From an optimization exercise on the open Yosys and OpenROAD flow, aimed at small area; shortcuts taken in it are not production practice.
At most, simulation tests tie the RTL to the original design; equivalence was not proved.
The RTL of runs 1, 2 and 6 was laid out without a check of its function.
In runs 3 to 6 the design's own scripts or RTL, not TritonCTS, make the clock network.
The clock port is modelled as an ideal driver, which makes a skipped or thinned clock tree look cheaper than it is; a real chip needs a root buffer or a tree.

### flow/flow/run.sh
#!/bin/bash
# The standard ORFS layout (standard.sh) with these changes to how the
# layout is made:
# - synthesis runs the standard synthesis script, but Yosys's abc step uses
#   the area-oriented ABC script flow/area.abc, and half adders are left to
#   abc (the ha cells are added to DONT_USE_CELLS);
# - port buffers are buf_1 cells;
# - the clock tree uses small clock buffers and no dummy loads;
# - constant outputs share the synthesized tie cells.
# make's output goes to make_flow.log here; each step's log is in orfs/logs/.
set -euo pipefail
W=$PWD
sed "s#@ABC@#$W/flow/area.abc#; s#@FLOW_SYNTH@#$W/synth_recipe.tcl#" flow/synth.tcl.in > my_synth.tcl
sed "s#SYNTH_SCRIPT=[^ ]*#SYNTH_SCRIPT=$W/my_synth.tcl#" standard.sh > my_standard.sh
grep -q "SYNTH_SCRIPT=$W/my_synth.tcl" my_standard.sh
PLATFORM_DONT_USE=$(make -s -C "$FLOW_HOME" DESIGN_CONFIG="$W/config.mk" print-DONT_USE_CELLS | sed -n 's/^DONT_USE_CELLS: *//p')
echo "$PLATFORM_DONT_USE" | grep -q probe_p_8
export BUFFER_PORTS_ARGS="-buffer_cell sky130_fd_sc_hd__buf_1"
export CTS_ARGS="-sink_clustering_enable -repair_clock_nets -buf_list {sky130_fd_sc_hd__clkbuf_2 sky130_fd_sc_hd__clkbuf_4 sky130_fd_sc_hd__clkbuf_8} -dont_use_dummy_load"
export SKIP_REPAIR_TIE_FANOUT=1
bash my_standard.sh "DONT_USE_CELLS=$PLATFORM_DONT_USE sky130_fd_sc_hd__ha_1 sky130_fd_sc_hd__ha_2 sky130_fd_sc_hd__ha_4" finish > make_flow.log 2>&1
### flow/flow/area.abc
strash
&get -n
&deepsyn -T 30
&put
dch -f
amap
topo
### flow/design.v
module Lab1Top(clk, sw, ledr, ledg, seg7_out);
  input         clk;
  input  [17:0] sw;
  output [17:0] ledr;
  output [8:0]  ledg;
  output [39:0] seg7_out;
  reg [14:0] s1;
  always @(posedge clk) s1 <= {sw[17:6], sw[2:0]};
  wire [5:0] a = s1[14:9];
  wire [5:0] b = s1[8:3];
  wire show = s1[2];
  wire [1:0] op = s1[1:0];
  wire n1 = a[0] & b[0];
  wire n2 = a[1] & b[0];
  wire n3 = a[2] & b[0];
  wire n4 = a[3] & b[0];
  wire n5 = a[4] & b[0];
  wire n6 = ~(a[5] & b[0]);
  wire n7 = a[0] & b[1];
  wire n8 = a[1] & b[1];
  wire n9 = a[2] & b[1];
  wire n10 = a[3] & b[1];
  wire n11 = a[4] & b[1];
  wire n12 = ~(a[5] & b[1]);
  wire n13 = a[0] & b[2];
  wire n14 = a[1] & b[2];
  wire n15 = a[2] & b[2];
  wire n16 = a[3] & b[2];
  wire n17 = a[4] & b[2];
  wire n18 = ~(a[5] & b[2]);
  wire n19 = a[0] & b[3];
  wire n20 = a[1] & b[3];
  wire n21 = a[2] & b[3];
  wire n22 = a[3] & b[3];
  wire n23 = a[4] & b[3];
  wire n24 = ~(a[5] & b[3]);
  wire n25 = a[0] & b[4];
  wire n26 = a[1] & b[4];
  wire n27 = a[2] & b[4];
  wire n28 = a[3] & b[4];
  wire n29 = a[4] & b[4];
  wire n30 = ~(a[5] & b[4]);
  wire n31 = ~(a[0] & b[5]);
  wire n32 = ~(a[1] & b[5]);
  wire n33 = ~(a[2] & b[5]);
  wire n34 = ~(a[3] & b[5]);
  wire n35 = ~(a[4] & b[5]);
  wire n36 = a[5] & b[5];
  wire n37 = n2 ^ n7;
  wire n38 = n2 & n7;
  wire n39 = n3 ^ n8 ^ n13;
  wire n40 = (n3 & n8) | (n3 & n13) | (n8 & n13);
  wire n41 = n38 ^ n39;
  wire n42 = n38 & n39;
  wire n43 = n4 ^ n9 ^ n14;
  wire n44 = (n4 & n9) | (n4 & n14) | (n9 & n14);
  wire n45 = n19 ^ n40 ^ n43;
  wire n46 = (n19 & n40) | (n19 & n43) | (n40 & n43);
  wire n47 = n42 ^ n45;
  wire n48 = n42 & n45;
  wire n49 = n5 ^ n10 ^ n15;
  wire n50 = (n5 & n10) | (n5 & n15) | (n10 & n15);
  wire n51 = n20 ^ n25 ^ n44;
  wire n52 = (n20 & n25) | (n20 & n44) | (n25 & n44);
  wire n53 = n49 ^ n46 ^ n51;
  wire n54 = (n49 & n46) | (n49 & n51) | (n46 & n51);
  wire n55 = n48 ^ n53;
  wire n56 = n48 & n53;
  wire n57 = n6 ^ n11 ^ n16;
  wire n58 = (n6 & n11) | (n6 & n16) | (n11 & n16);
  wire n59 = n21 ^ n26 ^ n31;
  wire n60 = (n21 & n26) | (n21 & n31) | (n26 & n31);
  wire n61 = n50 ^ n57 ^ n59;
  wire n62 = (n50 & n57) | (n50 & n59) | (n57 & n59);
  wire n63 = n52 ^ n61 ^ n54;
  wire n64 = (n52 & n61) | (n52 & n54) | (n61 & n54);
  wire n65 = n56 ^ n63;
  wire n66 = n56 & n63;
  wire n67 = ~(n12 ^ n17);
  wire n68 = n12 | n17;
  wire n69 = n22 ^ n27 ^ n32;
  wire n70 = (n22 & n27) | (n22 & n32) | (n27 & n32);
  wire n71 = n58 ^ n60 ^ n67;
  wire n72 = (n58 & n60) | (n58 & n67) | (n60 & n67);
  wire n73 = n69 ^ n62 ^ n71;
  wire n74 = (n69 & n62) | (n69 & n71) | (n62 & n71);
  wire n75 = n73 ^ n64 ^ n66;
  wire n76 = (n73 & n64) | (n73 & n66) | (n64 & n66);
  wire n77 = n18 ^ n23 ^ n28;
  wire n78 = (n18 & n23) | (n18 & n28) | (n23 & n28);
  wire n79 = n33 ^ n68 ^ n70;
  wire n80 = (n33 & n68) | (n33 & n70) | (n68 & n70);
  wire n81 = n77 ^ n72 ^ n79;
  wire n82 = (n77 & n72) | (n77 & n79) | (n72 & n79);
  wire n83 = n74 ^ n81 ^ n76;
  wire n84 = (n74 & n81) | (n74 & n76) | (n81 & n76);
  wire n85 = n24 ^ n29 ^ n34;
  wire n86 = (n24 & n29) | (n24 & n34) | (n29 & n34);
  wire n87 = n78 ^ n85 ^ n80;
  wire n88 = (n78 & n85) | (n78 & n80) | (n85 & n80);
  wire n89 = n82 ^ n87 ^ n84;
  wire n90 = (n82 & n87) | (n82 & n84) | (n87 & n84);
  wire n91 = n30 ^ n35 ^ n86;
  wire n92 = (n30 & n35) | (n30 & n86) | (n35 & n86);
  wire n93 = n91 ^ n88 ^ n90;
  wire n94 = (n91 & n88) | (n91 & n90) | (n88 & n90);
  wire n95 = n36 ^ n92 ^ n94;
  wire n96 = (n36 & n92) | (n36 & n94) | (n92 & n94);
  wire n97 = ~n96;
  wire [11:0] p = {n97, n95, n93, n89, n83, n75, n65, n55, n47, n41, n37, n1};
  wire dv = ~a[5] & ~b[5] & (|b[4:0]);
  wire n99 = a[0] & dv;
  wire n100 = a[1] & dv;
  wire n101 = a[2] & dv;
  wire n102 = a[3] & dv;
  wire n103 = a[4] & dv;
  wire n104 = b[0] | ~dv;
  wire n105 = ~n104;
  wire n106 = ~(n103 ^ n105);
  wire n107 = n103 | n105;
  wire n108 = n107 & ~(b[1] | b[2] | b[3] | b[4]);
  wire n109 = n108 ? n106 : n103;
  wire n110 = ~n104;
  wire n111 = ~(n102 ^ n110);
  wire n112 = n102 | n110;
  wire n113 = ~b[1];
  wire n114 = n109 ^ n113 ^ n112;
  wire n115 = (n109 & n113) | (n109 & n112) | (n113 & n112);
  wire n116 = n115 & ~(b[2] | b[3] | b[4]);
  wire n117 = n116 ? n111 : n102;
  wire n118 = n116 ? n114 : n109;
  wire n119 = ~n104;
  wire n120 = ~(n101 ^ n119);
  wire n121 = n101 | n119;
  wire n122 = ~b[1];
  wire n123 = n117 ^ n122 ^ n121;
  wire n124 = (n117 & n122) | (n117 & n121) | (n122 & n121);
  wire n125 = ~b[2];
  wire n126 = n118 ^ n125 ^ n124;
  wire n127 = (n118 & n125) | (n118 & n124) | (n125 & n124);
  wire n128 = n127 & ~(b[3] | b[4]);
  wire n129 = n128 ? n120 : n101;
  wire n130 = n128 ? n123 : n117;
  wire n131 = n128 ? n126 : n118;
  wire n132 = ~n104;
  wire n133 = ~(n100 ^ n132);
  wire n134 = n100 | n132;
  wire n135 = ~b[1];
  wire n136 = n129 ^ n135 ^ n134;
  wire n137 = (n129 & n135) | (n129 & n134) | (n135 & n134);
  wire n138 = ~b[2];
  wire n139 = n130 ^ n138 ^ n137;
  wire n140 = (n130 & n138) | (n130 & n137) | (n138 & n137);
  wire n141 = ~b[3];
  wire n142 = n131 ^ n141 ^ n140;
  wire n143 = (n131 & n141) | (n131 & n140) | (n141 & n140);
  wire n144 = n143 & ~(b[4]);
  wire n145 = n144 ? n133 : n100;
  wire n146 = n144 ? n136 : n129;
  wire n147 = n144 ? n139 : n130;
  wire n148 = n144 ? n142 : n131;
  wire n149 = op[1] ? n99 : a[0];
  wire n150 = op[1] ? n145 : a[1];
  wire n151 = op[1] ? n146 : a[2];
  wire n152 = op[1] ? n147 : a[3];
  wire n153 = op[1] ? n148 : a[4];
  wire n154 = op[1] ? (~b[0] & dv) : (b[0] ^ op[0]);
  wire n155 = b[1] ^ op[0];
  wire n156 = b[2] ^ op[0];
  wire n157 = b[3] ^ op[0];
  wire n158 = b[4] ^ op[0];
  wire n159 = b[5] ^ op[0];
  wire n160 = n149 ^ n154 ^ op[0];
  wire n161 = (n149 & n154) | (n149 & op[0]) | (n154 & op[0]);
  wire n162 = n150 ^ n155 ^ n161;
  wire n163 = (n150 & n155) | (n150 & n161) | (n155 & n161);
  wire n164 = n151 ^ n156 ^ n163;
  wire n165 = (n151 & n156) | (n151 & n163) | (n156 & n163);
  wire n166 = n152 ^ n157 ^ n165;
  wire n167 = (n152 & n157) | (n152 & n165) | (n157 & n165);
  wire n168 = n153 ^ n158 ^ n167;
  wire n169 = (n153 & n158) | (n153 & n167) | (n158 & n167);
  wire n170 = a[5] ^ n159 ^ n169;
  wire n171 = n169 ? n160 : n99;
  wire n172 = n169 ? n162 : n145;
  wire n173 = n169 ? n164 : n146;
  wire n174 = n169 ? n166 : n147;
  wire n175 = n169 ? n168 : n148;
  wire [4:0] q = {n108, n116, n128, n144, n169};
  wire [4:0] r = {n175, n174, n173, n172, n171};
  wire [5:0] s = {n170, n168, n166, n164, n162, n160};
  wire bs = b[5] ^ (op[0] & (|b[4:0]));
  wire ovf = ~op[1] & ~(a[5] ^ bs) & (s[5] ^ a[5]);
  wire [11:0] c = op[1] ? (op[0] ? {1'b0, r, 1'b0, q} : p) : {6'd0, s};
  wire [10:0] v = op[1] ? c[10:0] : {{5{s[5]}}, s};
  wire neg = op[1] ? (~op[0] & p[11]) : s[5];
  reg [10:0] m;
  reg nz;
  integer i;
  always @(*) begin
    nz = 1'b0;
    for (i = 0; i < 11; i = i + 1) begin
      m[i] = v[i] ^ (neg & nz);
      nz = nz | v[i];
    end
  end
  reg [11:0] ledr_q;
  reg ovf_q, neg_q;
  reg [10:0] m_q;
  always @(posedge clk) begin
    ledr_q <= show ? c : {a, b};
    ovf_q <= ovf;
    neg_q <= neg;
    m_q <= m;
  end
  function [3:0] dd;
    input [3:0] d;
    reg c;
    begin
      c = d[3] | (d[2] & d[1]) | (d[2] & d[0]);
      dd[3] = c;
      dd[0] = d[0] ^ c;
      dd[1] = c ? ((d[1] & d[0]) | (d[3] & ~d[0])) : d[1];
      dd[2] = (d[2] & ~d[1] & ~d[0]) | (d[3] & d[0]);
    end
  endfunction
  reg [3:0] du, dt, dh, cu, ct, ch;
  reg th;
  integer k;
  always @(*) begin
    du = 4'd0; dt = 4'd0; dh = 4'd0; th = 1'b0;
    for (k = 10; k >= 0; k = k - 1) begin
      cu = dd(du);
      ct = dd(dt);
      ch = dd(dh);
      du = {cu[2:0], m_q[k]};
      dt = {ct[2:0], cu[3]};
      dh = {ch[2:0], ct[3]};
      th = th | ch[3];
    end
  end
  function [6:0] seg;
    input [3:0] x;
    begin
      seg[0] = x[3] | x[1] | (x[2] ~^ x[0]);
      seg[1] = ~x[2] | (x[1] ~^ x[0]);
      seg[2] = x[2] | ~x[1] | x[0];
      seg[3] = x[3] | (~x[2] & ~x[0]) | (x[1] & ~x[0]) | (~x[2] & x[1]) | (x[2] & ~x[1] & x[0]);
      seg[4] = ~x[0] & (~x[2] | x[1]);
      seg[5] = x[3] | x[2] | (~x[1] & ~x[0]);
      seg[6] = x[3] | (x[2] ^ x[1]) | (x[1] & ~x[0]);
    end
  endfunction
  assign ledr = {ledr_q, 6'd0};
  assign ledg = {ovf_q, 8'd0};
  assign seg7_out = ~{1'b0, neg_q, 6'd0,
                      1'b0, seg({3'd0, th}),
                      1'b0, seg(dh),
                      1'b0, seg(dt),
                      1'b0, seg(du)};
endmodule
### flow/standard.sh
#!/bin/bash
# synth_recipe.tcl (not shown) runs the flow's synth.tcl, then flattens the netlist and writes it again
# the make line also repeats each setting of config.mk as NAME=value (left out here)
make -C /OpenROAD-flow-scripts/flow DESIGN_CONFIG=/design/flow/config.mk WORK_HOME=/design/flow/orfs CLKGATE_MAP_FILE= SYNTH_SCRIPT=/design/flow/synth_recipe.tcl "${@:-finish}"
### flow/flow/synth.tcl.in
# The standard synthesis (synth_recipe.tcl), with Yosys's abc step given the
# area-oriented script @ABC@ in place of the one ORFS picks.
proc abc {args} {
  set i [lsearch -exact $args -script]
  if { $i >= 0 } { lset args [expr { $i + 1 }] @ABC@ }
  yosys abc {*}$args
}
source @FLOW_SYNTH@
### flow/constraint.sdc
create_clock -name core_clock -period 18.0 [get_ports {clk}]
set_input_delay 3.6000 -clock core_clock [delete_from_list [all_inputs] [get_ports {clk}]]
set_output_delay 3.6000 -clock core_clock [all_outputs]
set_load 0.01 [all_outputs]
### flow/config.mk
export PLATFORM = sky130hd
export DESIGN_NAME = Lab1Top
export DESIGN_NICKNAME = Lab1Top
export VERILOG_FILES = /design/flow/design.v
export SDC_FILE = /design/flow/constraint.sdc
export NUM_CORES = 4
export LEC_CHECK = 0
export CAP_MARGIN = 20
export CORE_MARGIN = 2
export CORE_UTILIZATION = 40
export SLEW_MARGIN = 20
==> results of run 1 <==
==> through the flow <==
step | hold slack [ps] | cell area, µm² | cells
floorplan | 500 | 3630 | 510
global placement | 583 | 3720 | 639
detailed placement | 584 | 3720 | 639
CTS | 602 | 3780 | 644
global route | 635 | 3780 | 644
finish | 597 | 3780 | 644
==> cell usage after synthesis (all sizes together), types with 2 or more instances <==
cell / n
buf: 33
nor4: 2
conb: 2
o22ai: 24
a31oi: 2
dfxtp: 40
clkinv: 70
nand3: 4
o22a: 6
nor3: 14
or2: 11
o21ai: 33
nand2: 38
and2: 9
a21oi: 29
o21a: 2
o32ai: 4
fa: 34
a221oi: 3
nor2b: 3
nor2: 129
o221a: 2
a211oi: 4
==> routing by layer <==
layer	track usage	vias up	part of all wire
met4	0.0358	0	0.011
met1	0.262	1579	0.46
met3	0.0288	10	0.052
met5	0	-	0
met2	0.319	82	0.47
li1	-	1719	-
==> cell type report <==
class / instances / area (µm²)
inverter: 70 / 263
tap: 108 / 135
multi-input combinational: 367 / 2310
clock buffer: 5 / 68.8
timing repair buffer: 54 / 203
sequential: 40 / 801
fill: 959 / 4980
==> flip-flops by register name, summed over array words and instances (netlist names) <==
register  count
ledr_q       12
m_q          11
neg_q         1
ovf_q         1
s1           15
==> cell families (layout without fill, tap and decap cells) <==
family,Yosys count,count (layout),synth area share
AND/OR/NAND/NOR,212,212,0.244
adder cells (fa/ha/maj),34,34,0.188
buffers and inverters,103,129,0.141
XOR/XNOR,1,1,0.00242
other,2,2,0.00207
flip-flops,40,40,0.221
AO/OA/AOI/OAI,118,118,0.202
==> final timing paths <==
check | startpoint | to
setup / recovery | s1[5] | m_q[10]
setup reg to reg | s1[5] | m_q[10]
hold reg to reg | s1[2] | ledr_q[2]
hold / removal | s1[2] | ledr_q[2]
==> results_dict.tcl, run 1 <==
set metrics [dict create \
    portBuffers 54 \
    skew_ps 24.6 \
    setup-violations-final 0 \
    clkTransAtPathRegs_ps 80 \
    crit_type "flip-flop to flip-flop" \
    worst_path_dominant_cell_family "simple AND/OR/NAND/NOR gates" \
    yosys_warnings 1 \
    hold_viol 0 \
    min_path_cells 1 \
    clk_latency_ps 290 \
    synth_fp_nets 563 \
    vias_per_cell 5.26 \
    ios 86 \
    cp_common_cell "nor2_1" \
    r2r_setup_slack_ps 4580 \
    synth-seq-area-share 0.221 \
    wl_um 8670 \
    grt.total_usage 0.190 \
    dieArea_mm2 0.00984 \
    dp.final_hpwl_um 7120 \
    grt_pass1_vias 3341 \
    drtPass1Iterations 4 \
    rsz0062_at_grt "false" \
    period_share 0.746 \
    synth_top_cell_by_area "dfxtp_1" \
    worst_ep_required_time_ps 18170 \
    cts_tree "done" \
    syn_inst 510 \
    setup_tns_ps 0 \
    slowest_delay_ps 770 \
    cts.sinks 40 \
    max_freq_mhz 74.5 \
    floorplan.initialDensity 0.414 \
    cap_violations 0 \
    clock_path_buffers 2 \
    antenna_found_initial 0 \
    async_reset_ff_frac 0 \
    status "timing/DRC/antenna clean" \
    slew_viol_final 0 \
    pre_cts_ws_ps 4690 \
    cpMaxStageDelayCell "a211oi_1" \
    synth_enable_flop_cells 0 \
    cts_resized 0 \
    relSlewSlack 0.390 \
    die_y_um 99.2 \
    grt_pass1_wl_um 15400 \
    worst-path-max-fanout 9 \
    std_cell_rows 34 \
    drive_above_1_share 0.00933 \
    area_delta_synth_final_pct 4.38 \
    r2r_cells 62 \
    overflow 0 \
    route.detailed.drc 0 \
    final_cell_mix "nor2_1 (129), clkinv_1 (70), buf_1 (54)" \
    wl_per_cell_um 13.5 \
    synthTopCellsByArea "dfxtp_1 (22%), fa_1 (19%), nor2_1 (13%)" \
    layout_setup_ws_ps 4580 \
    final_util 0.432 \
    die_w_um 99.2 \
    cts_made_buffers 5 \
    post_cts_buffers 0 \
    min_period_ps 13420 \
    synth_top_area_share 0.221 \
    drt_iter0_drc 171 \
    core_mm2 0.00876 \
    ys_seq_elements 40 \
    cp.depth 62 \
    cts.hold.buffers_added 0 \
    ant_nets 0 \
    htreeDepth 2 \
    cp.arrival_ps 13590 \
    avgSynthCellArea_um2 7.11 \
    num_antenna_cells 0 \
    cp-end-kind "flip-flop" \
    synth_top_flop_cell "dfxtp_1" \
    grt_max_degree 19 \
    gp_congestion 0.916 \
    final_common_cell "nor2_1" \
    cp_num_buf_inv 9 \
    syn_area_mm2 0.00363 \
    fin_nets 591 \
    max_slew.worst_pin.slew_ps 909 \
    cp-start-kind "flip-flop" \
    cts_root_buf "clkbuf_8" \
    hold_class "flip-flop to flip-flop" \
    synth_cell_types 35 \
    via_count 3390 \
]
==> run 2, diff against run 1 <==
--- a/flow/flow/run.sh
+++ b/flow/flow/run.sh
@@ -4,4 +4,4 @@
 # - synthesis runs the standard synthesis script, but Yosys's abc step uses
-#   the area-oriented ABC script flow/area.abc, and half adders are left to
-#   abc (the ha cells are added to DONT_USE_CELLS);
+#   the area-oriented ABC script flow/area.abc, and half and full adders are left to
+#   abc (the ha and fa cells are added to DONT_USE_CELLS);
 # - port buffers are buf_1 cells;
@@ -20,2 +20,2 @@
 export SKIP_REPAIR_TIE_FANOUT=1
-bash my_standard.sh "DONT_USE_CELLS=$PLATFORM_DONT_USE sky130_fd_sc_hd__ha_1 sky130_fd_sc_hd__ha_2 sky130_fd_sc_hd__ha_4" finish > make_flow.log 2>&1
+bash my_standard.sh "DONT_USE_CELLS=$PLATFORM_DONT_USE sky130_fd_sc_hd__ha_1 sky130_fd_sc_hd__ha_2 sky130_fd_sc_hd__ha_4 sky130_fd_sc_hd__fa_1 sky130_fd_sc_hd__fa_2 sky130_fd_sc_hd__fa_4" finish > make_flow.log 2>&1
==> results_dict.tcl, run 2 <==
set metrics [dict create \
    synth-seq-area-share 0.225 \
    async_reset_ff_frac 0 \
    min_period_ps 12100 \
    cap_violations 0 \
    cts_root_buf "clkbuf_8" \
    cts_tree "done" \
    route.detailed.drc 0 \
    nFillCells 967 \
    core_mm2 0.00868 \
    cts.sinks 40 \
    synth_top_family_by_area "compound AO/OA/AOI/OAI gates" \
    worst-path-max-fanout 6 \
    post_cts_buffers 0 \
    slew_viol_final 0 \
    grt_pass1_vias 3479 \
    num_antenna_cells 0 \
    drive_above_1_share 0.00949 \
    min_path_cells 1 \
    cp.arrival_ps 8500 \
    largest_register_ffs 15 \
    hold_end "ledr_q[2]" \
    cts_resized 0 \
    cp-start-kind "flip-flop" \
    grt.total_usage 0.194 \
    worst_ep_required_time_ps 14400 \
    antenna_found_initial 0 \
    std_cell_rows 34 \
    max_flop_register "s1" \
    overflow 0 \
    use_met1 0.276 \
    yosysMostFrequentCell "nor2_1" \
    reg_top3 "s1 (15), ledr_q (12), m_q (11)" \
    cp_common_cell "clkinv_1" \
    ys_seq_elements 40 \
    grt.met3_usage 0.0279 \
    fin_nets 653 \
    wl_per_cell_um 12.6 \
    rsz0062_at_grt "false" \
    relSlewSlack 0.544 \
    synth_enable_flop_cells 0 \
    grt_pass1_wl_um 15600 \
    r2r_setup_slack_ps 7750 \
    holdWs_ps 625 \
    hold_viol 0 \
    syn_area_mm2 0.00356 \
    synthXorXnorAreaFrac 0.00492 \
    grt.busiest_layer "met2" \
    synth_mux_area_frac 0 \
    min_from "s1[2]" \
    ios 86 \
    synth_compound_area_frac 0.329 \
    final_cell_mix "nor2_1 (135), nand2_1 (83), o21ai_0 (77)" \
    drt_iter0_drc 238 \
    yosys-top-cells-count "nor2_1 (135), nand2_1 (83), o21ai_0 (77), clkinv_1 (63), a21oi_1 (57)" \
    slowest_delay_ps 520 \
    synth_top_flop_cell "dfxtp_1" \
    skew_ps 12.2 \
    met2_usage 0.309 \
    dieArea_mm2 0.00967 \
    htreeDepth 2 \
    die_y_um 98.3 \
    regArea_um2 801 \
    cts.hold.buffers_added 0 \
    stdcell_count 740 \
    drtPass1Iterations 6 \
    via_count 3906 \
    synth_fp_nets 624 \
    synthTopCellsByArea "dfxtp_1 (23%), nor2_1 (14%), o21ai_0 (11%)" \
    rr_endpoint "m_q[9]" \
    hold_class "flip-flop to flip-flop" \
    final_common_cell "nor2_1" \
    status "timing/DRC/antenna clean" \
    clock_path_buffers 2 \
    max_freq_mhz 82.6 \
    synth_fa_ha_area_frac 0 \
    area_delta_synth_final_pct 4.68 \
    floorplan.initialDensity 0.410 \
    ant_nets 0 \
    r2r_start "s1[7]" \
    avgSynthCellArea_um2 5.88 \
    multi_input_area_mm2 0.00227 \
    setup_tns_ps 0 \
    die_w_um 98.3 \
    gp_congestion 0.925 \
    max_slew.worst_pin.slew_ps 682 \
    synth_top_cell_by_area "dfxtp_1" \
    wl_um 9290 \
    cts_made_buffers 5 \
    setup-violations-final 0 \
    yosys.area_share.simple 0.303 \
    vias_per_cell 5.28 \
    synth_top_area_share 0.225 \
    cp-end-kind "output port" \
    cpMaxStageDelayCell "o21ai_0" \
    portBuffers 54 \
    synth_cell_types 33 \
    yosys_warnings 1 \
    grt_max_degree 21 \
    crit_type "flip-flop to output port" \
    syn_inst 605 \
    dp.final_hpwl_um 7420 \
    post-place-cells 735 \
    clkTransAtPathRegs_ps 70 \
    r2r_cells 60 \
    clk_latency_ps 300 \
    period_share 0.672 \
]
==> run 2: worst max path at each step <==
stage / start / end / slack [ps] / cells after the start
global route: m_q[8] / seg7_out[13] / 4610 / 46
detailed placement: m_q[8] / seg7_out[14] / 6280 / 45
global placement: m_q[8] / seg7_out[14] / 6500 / 45
floorplan: m_q[8] / seg7_out[14] / 7220 / 44
finish: m_q[8] / seg7_out[14] / 5900 / 45
CTS: m_q[8] / seg7_out[14] / 5940 / 45
==> run 2: layout make-up <==
class | instances | share of cell area
well taps | 108 | 0.0363
multi-input cells | 469 | 0.610
clock buffers | 5 | 0.0185
inverters | 63 | 0.0635
repair buffers | 55 | 0.0564
flip-flops and latches | 40 | 0.215
==> run 2: cells by family (layout without fill, tap and decap cells) <==
| logic type | count (synthesis) | count (layout) |
|---|---|---|
| xor gates and xnor gates | 2 | 2 |
| buffers and inverters | 96 | 123 |
| and+or+nand+nor | 262 | 262 |
| DFF | 40 | 40 |
| AOI/OAI and AO/OA | 203 | 203 |
| other | 2 | 2 |
==> run 2: layer usage <==
layer  vias up  part of all wire
met5         -                 0
met4         0             0.014
met3        12             0.051
met2       109              0.44
met1      1672              0.50
li1       2113                 -
==> run 2: through the flow <==
| step | cell area, µm² | setup WS (ps) | utilization |
|---|---|---|---|
| 6_report | 3720 | 5900 | 0.429 |
| 5_1_grt | 3720 | 4610 | 0.429 |
| 4_1_cts | 3720 | 5940 | 0.429 |
| 3_5_place_dp | 3660 | 6280 | 0.421 |
| 3_3_place_gp | 3660 | 6500 | 0.421 |
| 2_1_floorplan | 3560 | 7220 | - |
==> run 2: worst max-delay path: cells and delay by family, from the launching register on <==
kind            cells  cell delay (ps)
flops               1              360
buf+inv            12             1750
simple gates       15             2150
compound gates     18             3910
==> run 3, diff against run 2 <==
--- a/flow/design.v
+++ b/flow/design.v
@@ -223,3 +223,3 @@
       dd[1] = c ? ((d[1] & d[0]) | (d[3] & ~d[0])) : d[1];
-      dd[2] = (d[2] & ~d[1] & ~d[0]) | (d[3] & d[0]);
+      dd[2] = (~c & d[2]) | (d[3] & d[0]);
     end
--- a/flow/flow/run.sh
+++ b/flow/flow/run.sh
@@ -7,3 +7,5 @@
 # - port buffers are buf_1 cells;
-# - the clock tree uses small clock buffers and no dummy loads;
+# - the clock tree is one level of clock buffers, one per group of nearby
+#   registers
+#   (flow/pre_cts.tcl, run before the CTS step, which it then skips);
 # - constant outputs share the synthesized tie cells.
@@ -18,3 +20,5 @@
 export BUFFER_PORTS_ARGS="-buffer_cell sky130_fd_sc_hd__buf_1"
-export CTS_ARGS="-sink_clustering_enable -repair_clock_nets -buf_list {sky130_fd_sc_hd__clkbuf_2 sky130_fd_sc_hd__clkbuf_4 sky130_fd_sc_hd__clkbuf_8} -dont_use_dummy_load"
+export PRE_CTS_TCL=$W/flow/pre_cts.tcl
+export CLOCK_BUFFER_CELL=${CLOCK_BUFFER_CELL:-sky130_fd_sc_hd__clkbuf_4}
+export CLOCK_CLUSTERS=${CLOCK_CLUSTERS:-4}
 export SKIP_REPAIR_TIE_FANOUT=1
==> flow/flow/pre_cts.tcl (new file) <==
# Clock tree: the registers are split into CLOCK_CLUSTERS groups by position
# (k-means); one clock buffer (CLOCK_BUFFER_CELL), placed at the centre of its
# group, drives each group, and the clock port drives only these buffers.
# The standard CTS command is then skipped.
set block [ord::get_db_block]
set k $::env(CLOCK_CLUSTERS)
set regs {}
foreach inst [$block getInsts] {
  if { [string match "*dfxtp*" [[$inst getMaster] getName]] } {
    set box [$inst getBBox]
    lappend regs [list $inst [expr { ([$box xMin] + [$box xMax]) / 2.0 }] \
      [expr { ([$box yMin] + [$box yMax]) / 2.0 }]]
  }
}
# k-means, started from registers spread along the sorted x order
set sorted [lsort -real -index 1 $regs]
set n [llength $sorted]
set centres {}
for { set i 0 } { $i < $k } { incr i } {
  set r [lindex $sorted [expr { int(($i + 0.5) * $n / $k) }]]
  lappend centres [list [lindex $r 1] [lindex $r 2]]
}
for { set iter 0 } { $iter < 50 } { incr iter } {
  set groups [lrepeat $k {}]
  foreach r $regs {
    set best 0
    set bd 1e30
    for { set i 0 } { $i < $k } { incr i } {
      lassign [lindex $centres $i] cx cy
      set d [expr { abs([lindex $r 1] - $cx) + abs([lindex $r 2] - $cy) }]
      if { $d < $bd } { set bd $d; set best $i }
    }
    lset groups $best [concat [lindex $groups $best] [list $r]]
  }
  set new {}
  for { set i 0 } { $i < $k } { incr i } {
    set g [lindex $groups $i]
    if { [llength $g] == 0 } { lappend new [lindex $centres $i]; continue }
    set sx 0.0
    set sy 0.0
    foreach r $g { set sx [expr { $sx + [lindex $r 1] }]; set sy [expr { $sy + [lindex $r 2] }] }
    lappend new [list [expr { $sx / [llength $g] }] [expr { $sy / [llength $g] }]]
  }
  set centres $new
}
set dbu [$block getDefUnits]
set clk [$block findNet clk]
for { set i 0 } { $i < $k } { incr i } {
  set g [lindex $groups $i]
  if { [llength $g] == 0 } { continue }
  set pins {}
  foreach r $g { lappend pins [get_pins -of_objects [get_cells [[lindex $r 0] getName]] -filter "name == CLK"] }
  lassign [lindex $centres $i] cx cy
  puts "Clock buffer $i for [llength $g] registers at ([expr { $cx / $dbu }], [expr { $cy / $dbu }])"
  insert_buffer -buffer_cell $::env(CLOCK_BUFFER_CELL) -net clk -load_pins $pins \
    -buffer_name clkbuf_regs_$i -net_name clk_regs_$i \
    -location [list [expr { $cx / $dbu }] [expr { $cy / $dbu }]]
}
foreach inst [$block getInsts] {
  if { [string match "clkbuf_regs_*" [$inst getName]] } {
    foreach it [$inst getITerms] {
      if { [$it getNet] != "NULL" && [[$it getNet] getName] ni {VPWR VGND} } {
        [$it getNet] setSigType CLOCK
      }
    }
  }
}
proc clock_tree_synthesis { args } {
  puts "clock_tree_synthesis skipped: the clock buffers are already in place"
}
==> results_dict.tcl, run 3 <==
set metrics [dict create \
    worst_path_dominant_cell_family "compound AO/OA/AOI/OAI gates" \
    cp-start-kind "flip-flop" \
    drt_iter0_drc 180 \
    wl_per_cell_um 12.2 \
    ys_seq_elements 40 \
    synth_compound_area_frac 0.320 \
    dp.final_hpwl_um 7240 \
    wl_um 9010 \
    synthXorXnorAreaFrac 0.00497 \
    rsz0062_at_grt "false" \
    cp.depth 41 \
    antenna_found_initial 1 \
    synth_enable_flop_cells 0 \
    synth_fa_ha_area_frac 0 \
    synthTopCellsByArea "dfxtp_1 (23%), nor2_1 (17%), o21ai_0 (11%)" \
    die_y_um 97.8 \
    grt_pass1_vias 3409 \
    yosysMostFrequentCell "nor2_1" \
    cp.arrival_ps 7950 \
    overflow 0 \
    portBuffers 54 \
    layout_setup_ws_ps 6450 \
    worst-path-max-fanout 6 \
    via_count 3872 \
    hold_viol 0 \
    async_reset_ff_frac 0 \
    grt.total_usage 0.184 \
    cp_num_buf_inv 11 \
    ant_nets 0 \
    synth_top_flop_cell "dfxtp_1" \
    max_flop_register "s1" \
    grt_max_degree 20 \
    gp_congestion 0.864 \
    fin_nets 651 \
    crit_type "flip-flop to output port" \
    yosys.area_share.simple 0.317 \
    status "timing/DRC/antenna clean" \
    clk_latency_ps 170 \
    setup_tns_ps 0 \
    yosys-top-cells-count "nor2_1 (155), nand2_1 (80), o21ai_0 (77), a21oi_1 (59), clkinv_1 (55)" \
    pre_cts_ws_ps 6730 \
    floorplan.initialDensity 0.408 \
    synth_top_area_share 0.227 \
    relSlewSlack 0.536 \
    final_cell_mix "nor2_1 (155), nand2_1 (80), o21ai_0 (77)" \
    syn_area_mm2 0.00352 \
    period_share 0.642 \
    worst_ep_required_time_ps 14400 \
    yosys_warnings 1 \
    synth_fp_nets 623 \
    dieArea_mm2 0.00957 \
    std_cell_rows 34 \
    grt_pass1_wl_um 15300 \
    route.detailed.drc 0 \
    max_freq_mhz 86.6 \
    drive_above_1_share 0.00794 \
    vias_per_cell 5.24 \
    setup-violations-final 0 \
    max_slew.worst_pin.slew_ps 688 \
    avgSynthCellArea_um2 5.83 \
    slew_viol_final 0 \
    ios 86 \
    largest_register_ffs 15 \
    synth-seq-area-share 0.227 \
    hold_class "flip-flop to flip-flop" \
    cp-end-kind "output port" \
    skew_ps 21.9 \
    core_mm2 0.00864 \
    post_cts_buffers 0 \
    drtPass1Iterations 5 \
    slowest_delay_ps 450 \
    final_common_cell "nor2_1" \
    clkTransAtPathRegs_ps 110 \
    cpMaxStageDelayCell "o21ai_0" \
    cts_resized 0 \
    reg_top3 "s1 (15), ledr_q (12), m_q (11)" \
    synth_mux_area_frac 0 \
    syn_inst 604 \
    synth_top_cell_by_area "dfxtp_1" \
    cts.hold.buffers_added 0 \
    synth_cell_types 34 \
    area_delta_synth_final_pct 3.69 \
    min_path_cells 1 \
    synth_top_family_by_area "compound AO/OA/AOI/OAI gates" \
    r2r_cells 58 \
    min_period_ps 11550 \
    cap_violations 0 \
    die_w_um 97.8 \
]
==> run 3: cell types whose count changed in the layout (fill, tap and decap cells not counted), moves of 3 or more <==
cell / delta
clkinv_1: -8
nand3_1: +3
nand2_1: -3
o22ai_1: -4
a22oi_1: +4
clkbuf_8: -5
nor3_1: -3
o22a_1: -5
nor4_1: -3
nor2_1: +20
clkbuf_4: +4
==> run 3: final timing paths <==
kind / from / endpoint / slack (ps)
min: s1[2] / ledr_q[2] / 560
max: m_q[10] / seg7_out[4] / 6450
max reg2reg: s1[5] / m_q[9] / 7770
min reg2reg: s1[2] / ledr_q[2] / 560
==> run 3: per-layer routing <==
metal / vias up / share of wire / global-route usage
li1: 2100 / - / -
met1: 1650 / 0.48 / 0.258
met2: 106 / 0.45 / 0.315
met3: 16 / 0.049 / 0.0115
met4: 0 / 0.021 / 0.0342
met5: - / 0 / 0
==> run 3: cells by family after synthesis <==
group                  count (synthesis)
buffers and inverters                 88
flip-flops                            40
AND/OR/NAND/NOR                      275
other                                  2
XOR/XNOR                               2
AO/OA/AOI/OAI                        197
==> run 3: through the flow <==
stage / cell area [µm²] / hold WS (ps) / util / cells
3_3_place_gp: 3620 / 558 / 0.419 / 734
4_1_cts: 3650 / 548 / 0.423 / 738
3_5_place_dp: 3620 / 548 / 0.419 / 734
2_1_floorplan: 3520 / 480 / - / 604
6_report: 3650 / 565 / 0.423 / 739
5_1_grt: 3650 / 587 / 0.423 / 739
==> run 3: final cells by class, clock buffers not listed <==
cell class / instances / area [µm²]
fill: 967 / 4980
multi-input combinational: 476 / 2270
sequential: 40 / 801
timing repair buffer: 55 / 210
inverter: 55 / 206
tap: 108 / 135
antenna: 1 / 2.50
==> run 3: worst reg2reg max path: cells and delay by family, from the launching register on <==
kind                   cells  cell delay (ps)
XOR/XNOR                   2              340
AND/OR/NAND/NOR           29             3810
buffers and inverters      5             1020
flip-flops                 1              520
AO/OA/AOI/OAI             22             4450
==> run 4, diff against run 3 <==
--- a/flow/flow/run.sh
+++ b/flow/flow/run.sh
@@ -21,4 +21,4 @@
 export PRE_CTS_TCL=$W/flow/pre_cts.tcl
-export CLOCK_BUFFER_CELL=${CLOCK_BUFFER_CELL:-sky130_fd_sc_hd__clkbuf_4}
-export CLOCK_CLUSTERS=${CLOCK_CLUSTERS:-4}
+export CLOCK_BUFFER_CELL=${CLOCK_BUFFER_CELL:-sky130_fd_sc_hd__clkbuf_8}
+export CLOCK_CLUSTERS=${CLOCK_CLUSTERS:-3}
 export SKIP_REPAIR_TIE_FANOUT=1
==> results_dict.tcl, run 4 <==
set metrics [dict create \
    status "timing/DRC/antenna clean" \
    dieArea_mm2 0.00957 \
    die_w_um 97.8 \
    floorplan.initialDensity 0.408 \
    period_share 0.640 \
    place_area_mm2 0.00362 \
    avgSynthCellArea_um2 5.83 \
    vias_per_cell 5.28 \
    max_flop_register "s1" \
    num_antenna_cells 0 \
    post_cts_buffers 0 \
    wl_per_cell_um 12.3 \
    clk_latency_ps 150 \
    hold_viol 0 \
    synthTopCellsByArea "dfxtp_1 (23%), nor2_1 (17%), o21ai_0 (11%)" \
    wl_um 9070 \
    yosys_warnings 1 \
    hold_end "ledr_q[1]" \
    cpMaxStageDelayCell "o21ai_0" \
    synth_fa_ha_area_frac 0 \
    stdcell_count 737 \
    grt_pass1_vias 3390 \
    final_util 0.424 \
    grt_max_degree 20 \
    slowest_delay_ps 450 \
    worst_ep_required_time_ps 14400 \
    min_period_ps 11530 \
    rr_endpoint "m_q[9]" \
    std_cell_rows 34 \
    regArea_um2 801 \
    r2r_start "s1[5]" \
    fin_area_mm2 0.00366 \
    cp.arrival_ps 7930 \
    syn_area_mm2 0.00352 \
    yosys-top-cells-count "nor2_1 (155), nand2_1 (80), o21ai_0 (77), a21oi_1 (59), clkinv_1 (55)" \
    cp_num_buf_inv 11 \
    ios 86 \
    route.detailed.drc 0 \
    antenna_found_initial 0 \
    core_mm2 0.00864 \
    max_slew.worst_pin.slew_ps 699 \
    die_y_um 97.8 \
    synth_top_flop_cell "dfxtp_1" \
    synth_enable_flop_cells 0 \
    cp-start-kind "flip-flop" \
    synthXorXnorAreaFrac 0.00497 \
    cp-end-kind "output port" \
    ys_seq_elements 40 \
    synth_top_cell_by_area "dfxtp_1" \
    clkTransAtPathRegs_ps 90 \
    setup-violations-final 0 \
    final_cell_mix "nor2_1 (155), nand2_1 (80), o21ai_0 (77)" \
    largest_register_ffs 15 \
    relSlewSlack 0.529 \
    synth_cell_types 34 \
    synth_fp_nets 623 \
    skew_ps 23.0 \
    worst-path-max-fanout 6 \
    dp.final_hpwl_um 7240 \
    post-place-cells 734 \
    max_freq_mhz 86.8 \
    setup_tns_ps 0 \
    yosysMostFrequentCell "nor2_1" \
    nFillCells 967 \
    multi_input_area_mm2 0.00227 \
    async_reset_ff_frac 0 \
    synth_compound_area_frac 0.320 \
    ant_nets 0 \
    overflow 0 \
    syn_inst 604 \
    grt.total_usage 0.184 \
    synth-seq-area-share 0.227 \
    reg_top3 "s1 (15), ledr_q (12), m_q (11)" \
    fin_nets 650 \
    slew_viol_final 0 \
    gp_congestion 0.864 \
    yosys.area_share.simple 0.317 \
    r2r_setup_slack_ps 7800 \
    cts.hold.buffers_added 0 \
    worst_path_dominant_cell_family "compound AO/OA/AOI/OAI gates" \
    synth_mux_area_frac 0 \
    crit_type "flip-flop to output port" \
    grt_pass1_wl_um 15300 \
    via_count 3891 \
    hold_class "flip-flop to flip-flop" \
    synth_top_area_share 0.227 \
    final_common_cell "nor2_1" \
    min_path_cells 1 \
    min_from "s1[2]" \
    cap_violations 0 \
    rsz0062_at_grt "false" \
    drt_iter0_drc 164 \
    drtPass1Iterations 5 \
    area_delta_synth_final_pct 3.94 \
    r2r_cells 55 \
    cts_resized 0 \
    drive_above_1_share 0.00636 \
    synth_top_family_by_area "compound AO/OA/AOI/OAI gates" \
    portBuffers 54 \
]
[run 4: worst max path at each step]
stage,from,to,slack [ps],depth (start not counted)
2_1_floorplan,m_q[10],seg7_out[4],7750,39
5_1_grt,m_q[10],seg7_out[14],5140,42
4_1_cts,m_q[10],seg7_out[4],6670,41
3_3_place_gp,m_q[10],seg7_out[4],7000,41
6_report,m_q[10],seg7_out[4],6470,41
3_5_place_dp,m_q[10],seg7_out[4],6730,41
[run 4: logic make-up after synthesis]
group / after synthesis
simple gates: 275
flops: 40
xor+xnor: 2
compound gates: 197
buf+inv: 88
other cells: 2
[run 4: cell type report, clock buffers not listed]
class,instances,area share
inverters,55,0.0564
well taps,108,0.0369
flip-flops and latches,40,0.219
multi-input cells,476,0.619
repair buffers,55,0.0574
[run 4: per-stage QoR]
stage / setup slack (ps) / hold slack [ps]
after floorplan: 7750 / 480
after CTS: 6670 / 548
after detailed placement: 6730 / 548
final: 6470 / 577
after global routing: 5140 / 588
after global placement: 7000 / 558
[run 4: per-layer routing]
metal	global-route usage	routed length, µm
met5	0	0
met4	0.0353	189
met3	0.0107	430
met2	0.318	4070
met1	0.256	4380
==> run 5, diff against run 4 <==
==> flow/flow/area.abc (replaced) <==
strash
dc2
&get -n
&deepsyn -T 30
&put
dch -f
amap
topo
==> results_dict.tcl, run 5 <==
set metrics [dict create \
    regArea_um2 801 \
    max_freq_mhz 92.4 \
    post_cts_buffers 0 \
    overflow 0 \
    min_path_cells 2 \
    max_flop_register "s1" \
    syn_inst 601 \
    fin_nets 646 \
    synth_fp_nets 620 \
    gp_congestion 0.892 \
    synth_top_family_by_area "compound AO/OA/AOI/OAI gates" \
    grt_pass1_wl_um 15600 \
    min_period_ps 10820 \
    std_cell_rows 34 \
    slew_viol_final 0 \
    clkTransAtPathRegs_ps 90 \
    slowest_delay_ps 490 \
    synthXorXnorAreaFrac 0 \
    portBuffers 54 \
    reg_top3 "s1 (15), ledr_q (12), m_q (11)" \
    avgSynthCellArea_um2 5.81 \
    grt.busiest_layer "met2" \
    max_slew.worst_pin.slew_ps 738 \
    ant_nets 0 \
    setup-violations-final 0 \
    layout_setup_ws_ps 7180 \
    rr_endpoint "m_q[9]" \
    period_share 0.601 \
    min_from "s1[14]" \
    drt_iter0_drc 220 \
    synth_top_cell_by_area "dfxtp_1" \
    dieArea_mm2 0.00949 \
    worst_ep_required_time_ps 14400 \
    hold_end "ledr_q[11]" \
    cap_violations 0 \
    cp.arrival_ps 7220 \
    status "timing/DRC/antenna clean" \
    synth_top_flop_cell "dfxtp_1" \
    core_mm2 0.00859 \
    hold_viol 0 \
    clk_latency_ps 150 \
    vias_per_cell 5.23 \
    worst_path_dominant_cell_family "compound AO/OA/AOI/OAI gates" \
    wl_um 9170 \
    final_cell_mix "nor2_1 (159), o21ai_0 (77), nand2_1 (74)" \
    relSlewSlack 0.503 \
    largest_register_ffs 15 \
    area_delta_synth_final_pct 3.76 \
    synth-seq-area-share 0.229 \
    cpMaxStageDelayCell "o21ai_0" \
    r2r_setup_slack_ps 7990 \
    hold_class "flip-flop to flip-flop" \
    synth_top_area_share 0.229 \
    skew_ps 25.8 \
    fin_area_mm2 0.00362 \
    syn_area_mm2 0.00349 \
    cp_num_buf_inv 8 \
    via_count 3830 \
    crit_type "flip-flop to output port" \
    dp.final_hpwl_um 7510 \
    ys_seq_elements 40 \
    drive_above_1_share 0.00480 \
    floorplan.initialDensity 0.406 \
    synth_cell_types 30 \
    cp_common_cell "nor2_1" \
    cp-end-kind "output port" \
    synthTopCellsByArea "dfxtp_1 (23%), nor2_1 (17%), o21ai_0 (11%)" \
    rsz0062_at_grt "false" \
    synth_mux_area_frac 0 \
    die_y_um 97.4 \
    grt_pass1_vias 3330 \
    yosys_warnings 1 \
    grt.met3_usage 0.00935 \
    r2r_start "s1[7]" \
    grt.total_usage 0.190 \
    wl_per_cell_um 12.5 \
    use_met1 0.285 \
    holdWs_ps 634 \
    synth_enable_flop_cells 0 \
    setup_tns_ps 0 \
    yosysMostFrequentCell "nor2_1" \
    place_area_mm2 0.00358 \
    nFillCells 950 \
    final_common_cell "nor2_1" \
    yosys-top-cells-count "nor2_1 (159), o21ai_0 (77), nand2_1 (74), a21oi_1 (60), clkinv_1 (58)" \
    cts_resized 0 \
    ios 86 \
    grt_max_degree 19 \
    cp-start-kind "flip-flop" \
    async_reset_ff_frac 0 \
    multi_input_area_mm2 0.00223 \
    synth_compound_area_frac 0.325 \
    met2_usage 0.309 \
    pre_cts_ws_ps 7460 \
    cts.hold.buffers_added 0 \
    synth_fa_ha_area_frac 0 \
    r2r_cells 62 \
    die_w_um 97.4 \
    route.detailed.drc 0 \
    yosys.area_share.simple 0.311 \
    drtPass1Iterations 5 \
    worst-path-max-fanout 6 \
    num_antenna_cells 0 \
    antenna_found_initial 0 \
]
## run 5: layout make-up, clock buffers not listed
class                   count  area share
flip-flops and latches     40       0.221
repair buffers             54      0.0559
inverters                  58      0.0601
well taps                 108      0.0373
multi-input cells         470       0.614
## run 5: worst max-delay path by stage
stage                     slack (ps)     from           to  cells past startpoint
final                           7180  m_q[10]  seg7_out[6]                     39
after global routing            5860  m_q[10]  seg7_out[6]                     39
after CTS                       7420  m_q[10]  seg7_out[6]                     39
after detailed placement        7460  m_q[10]  seg7_out[6]                     39
after global placement          7730  m_q[10]  seg7_out[6]                     39
after floorplan                 8400  m_q[10]  seg7_out[6]                     38
## run 5: metrics by stage
| step | utilization | instances |
|---|---|---|
| 2_1_floorplan | - | 601 |
| 3_3_place_gp | 0.417 | 730 |
| 3_5_place_dp | 0.417 | 730 |
| 4_1_cts | 0.422 | 733 |
| 5_1_grt | 0.422 | 733 |
| 6_report | 0.422 | 733 |
## run 5: cells by family (layout without fill, tap and decap cells)
family,count (synthesis),after routing
other,2,2
AO/OA/AOI/OAI,198,198
buffers and inverters,91,115
AND/OR/NAND/NOR,270,270
flip-flops,40,40
## run 5: worst min-delay path: stages, from the launching register on
cell and delay, ps:
dfxtp_1 360, clkinv_1 150, a21oi_1 100
## run 5: layer usage
metal,share of wire,wire [µm]
met1,0.50,4560
met2,0.43,3990
met3,0.057,525
met4,0.010,94
met5,0,0
==> run 6, diff against run 5 <==
--- a/flow/design.v
+++ b/flow/design.v
@@ -6,8 +6,11 @@
   output [39:0] seg7_out;
-  reg [14:0] s1;
-  always @(posedge clk) s1 <= {sw[17:6], sw[2:0]};
-  wire [5:0] a = s1[14:9];
-  wire [5:0] b = s1[8:3];
-  wire show = s1[2];
-  wire [1:0] op = s1[1:0];
+  reg [14:0] s1, s2;
+  always @(posedge clk) begin
+    s1 <= {sw[17:6], sw[2:0]};
+    s2 <= s1;
+  end
+  wire [5:0] a = s2[14:9];
+  wire [5:0] b = s2[8:3];
+  wire show = s2[2];
+  wire [1:0] op = s2[1:0];
   wire n1 = a[0] & b[0];
@@ -206,11 +209,6 @@
   end
-  reg [11:0] ledr_q;
-  reg ovf_q, neg_q;
-  reg [10:0] m_q;
-  always @(posedge clk) begin
-    ledr_q <= show ? c : {a, b};
-    ovf_q <= ovf;
-    neg_q <= neg;
-    m_q <= m;
-  end
+  wire [11:0] ledr_q = show ? c : {a, b};
+  wire ovf_q = ovf;
+  wire neg_q = neg;
+  wire [10:0] m_q = m;
   function [3:0] dd;
--- a/flow/flow/run.sh
+++ b/flow/flow/run.sh
@@ -22,3 +22,3 @@
 export CLOCK_BUFFER_CELL=${CLOCK_BUFFER_CELL:-sky130_fd_sc_hd__clkbuf_8}
-export CLOCK_CLUSTERS=${CLOCK_CLUSTERS:-3}
+export CLOCK_CLUSTERS=${CLOCK_CLUSTERS:-2}
 export SKIP_REPAIR_TIE_FANOUT=1
--- a/flow/config.mk
+++ b/flow/config.mk
@@ -10,2 +10,3 @@
 export CORE_UTILIZATION = 40
+export SETUP_SLACK_MARGIN = -1.0
 export SLEW_MARGIN = 20
==> results_dict.tcl, run 6 <==
set metrics [dict create \
    crit_type "flip-flop to output port" \
    nFillCells 862 \
    hold_viol 0 \
    synth_top_family_by_area "compound AO/OA/AOI/OAI gates" \
    synth_top_cell_by_area "dfxtp_1" \
    clk_latency_ps 140 \
    status "timing/DRC/antenna clean" \
    worst-path-max-fanout 5 \
    min_from "s1[7]" \
    final_common_cell "nor2_1" \
    ios 86 \
    cpMaxStageDelayCell "dfxtp_1" \
    drive_above_1_share 0.138 \
    hold_class "flip-flop to flip-flop" \
    setup-violations-final 0 \
    async_reset_ff_frac 0 \
    syn_area_mm2 0.00328 \
    period_share 0.954 \
    dp.final_hpwl_um 7620 \
    cp.arrival_ps 13570 \
    num_antenna_cells 0 \
    area_delta_synth_final_pct 22.8 \
    cts.hold.buffers_added 0 \
    setup_tns_ps 0 \
    via_count 4100 \
    std_cell_rows 33 \
    ant_nets 0 \
    synth_compound_area_frac 0.353 \
    final_util 0.497 \
    synth_cell_types 32 \
    synthTopCellsByArea "dfxtp_1 (18%), nor2_1 (17%), o21ai_0 (13%)" \
    wl_um 9350 \
    gp_congestion 0.924 \
    slew_viol_final 0 \
    max_freq_mhz 58.2 \
    dieArea_mm2 0.00893 \
    r2r_setup_slack_ps 17600 \
    synth_fa_ha_area_frac 0 \
    holdWs_ps 329 \
    final_cell_mix "nor2_1 (141), nand2_1 (79), buf_4 (76)" \
    post-place-cells 783 \
    overflow 0 \
    synth_fp_nets 601 \
    die_w_um 94.5 \
    worst_ep_required_time_ps 14400 \
    avgSynthCellArea_um2 5.63 \
    yosysMostFrequentCell "nor2_1" \
    clkTransAtPathRegs_ps 80 \
    cap_violations 0 \
    synth_top_flop_cell "dfxtp_1" \
    portBuffers 54 \
    fin_nets 702 \
    grt.total_usage 0.206 \
    floorplan.initialDensity 0.405 \
    min_period_ps 17170 \
    synth-seq-area-share 0.183 \
    slowest_delay_ps 390 \
    reg_top3 "s1 (15), s2 (15)" \
    core_mm2 0.00809 \
    synth_mux_area_frac 0 \
    drtPass1Iterations 5 \
    stdcell_count 786 \
    syn_inst 582 \
    drt_iter0_drc 321 \
    skew_ps 0.741 \
    cp-start-kind "flip-flop" \
    min_path_cells 0 \
    crit_path_start "s2[8]" \
    die_y_um 94.5 \
    cp-end-kind "output port" \
    r2r_start "s1[1]" \
    yosys-top-cells-count "nor2_1 (146), o21ai_0 (84), nand2_1 (79), a21oi_1 (56), clkinv_1 (48)" \
    grt_max_degree 17 \
    route.detailed.drc 0 \
    synth_enable_flop_cells 0 \
    ys_seq_elements 30 \
    vias_per_cell 5.22 \
    cp_common_cell "nor2_1" \
    antenna_found_initial 0 \
    r2r_cells 0 \
    grt_pass1_vias 3428 \
    synthXorXnorAreaFrac 0.00267 \
    wl_per_cell_um 11.9 \
    grt_pass1_wl_um 15500 \
    yosys.area_share.simple 0.328 \
    yosys_warnings 1 \
    synth_top_area_share 0.183 \
]
[run 6: final timing paths]
check | end
setup / recovery | seg7_out[13]
hold / removal | s2[7]
setup reg to reg | s2[1]
hold reg to reg | s2[7]
[run 6: layer usage]
layer / vias up / global-route usage / routed length [µm] / part of all wire
met5: - / 0 / 0 / 0
li1: 2181 / - / - / -
met4: 0 / 0.0278 / 113 / 0.012
met1: 1767 / 0.305 / 4570 / 0.49
met3: 9 / 0.0136 / 621 / 0.066
met2: 143 / 0.338 / 4050 / 0.43
[run 6: metrics by stage]
| stage | cell area, µm² | setup slack, ps |
|---|---|---|
| floorplan | 3280 | 677 |
| global placement | 3930 | 804 |
| detailed placement | 3930 | 478 |
| CTS | 3950 | 343 |
| global route | 4020 | -1010 |
| finish | 4020 | 828 |
[run 6: critical path: cells and delay by family (launching register included)]
family / cells / cell delay (ps)
flip-flops: 1 / 390
AND/OR/NAND/NOR: 50 / 5480
AO/OA/AOI/OAI: 40 / 6340
buffers and inverters: 9 / 1210
[run 6: cells by family after synthesis]
group                  after synthesis
AND/OR/NAND/NOR                    265
AO/OA/AOI/OAI                      203
buffers and inverters               81
flip-flops                          30
other                                2
XOR/XNOR                             1
[run 6: repair_timing]
| action | 4_1_cts | 5_1_grt |
|---|---|---|
| buffers inserted | 0 | 1 |
| setup endpoints to repair | 0 | 21 |
| resized for setup | 0 | 32 |
| hold endpoints to repair | 0 | 0 |
[run 6: layout make-up, clock buffers not listed]
cell class	count	area, µm²	area share
Multi-Input combinational cell	471	2310	0.574
Tap cell	105	131	0.0327
Inverter	48	180	0.0448
Sequential cell	30	602	0.150
Timing Repair Buffer	130	773	0.192

separate check: timing with driven ports:
The flow's constraints put no driver on any port. The routed layouts listed below were extracted and timed again, unchanged, in two steps.
Step 1 (the two cells are an assumption about what drives the block):
set clk [get_ports {clk}]
set_driving_cell -lib_cell sky130_fd_sc_hd__clkbuf_16 $clk
set_driving_cell -lib_cell sky130_fd_sc_hd__buf_2 [delete_from_list [all_inputs] $clk]
Step 2 also shifts input and output timing later by t, the mid clock arrival at the registers, as if the neighbouring blocks saw the same clock.
Three values: ideal ports, drivers, drivers and shift; two values: the first two.
run	t (ns)	slack for setup (ns)	clock arrival spread, ns	worst slew at a driven data input, ns
run 1	0.310	4.576 / 4.576 / 4.576	0.024 / 0.025	0.03
run 2	0.325	5.896 / 5.864 / 6.189	0.012 / 0.013	0.03
run 3	0.210	6.452 / 6.399 / 6.609	0.022 / 0.022	0.03
run 4	0.199	6.473 / 6.415 / 6.614	0.023 / 0.023	0.03
run 5	0.198	7.180 / 7.124 / 7.321	0.027 / 0.027	0.03
run 6	0.169	0.828 / 0.800 / 0.969	0.004 / 0.004	0.03
After both steps every run listed still meets setup and hold.
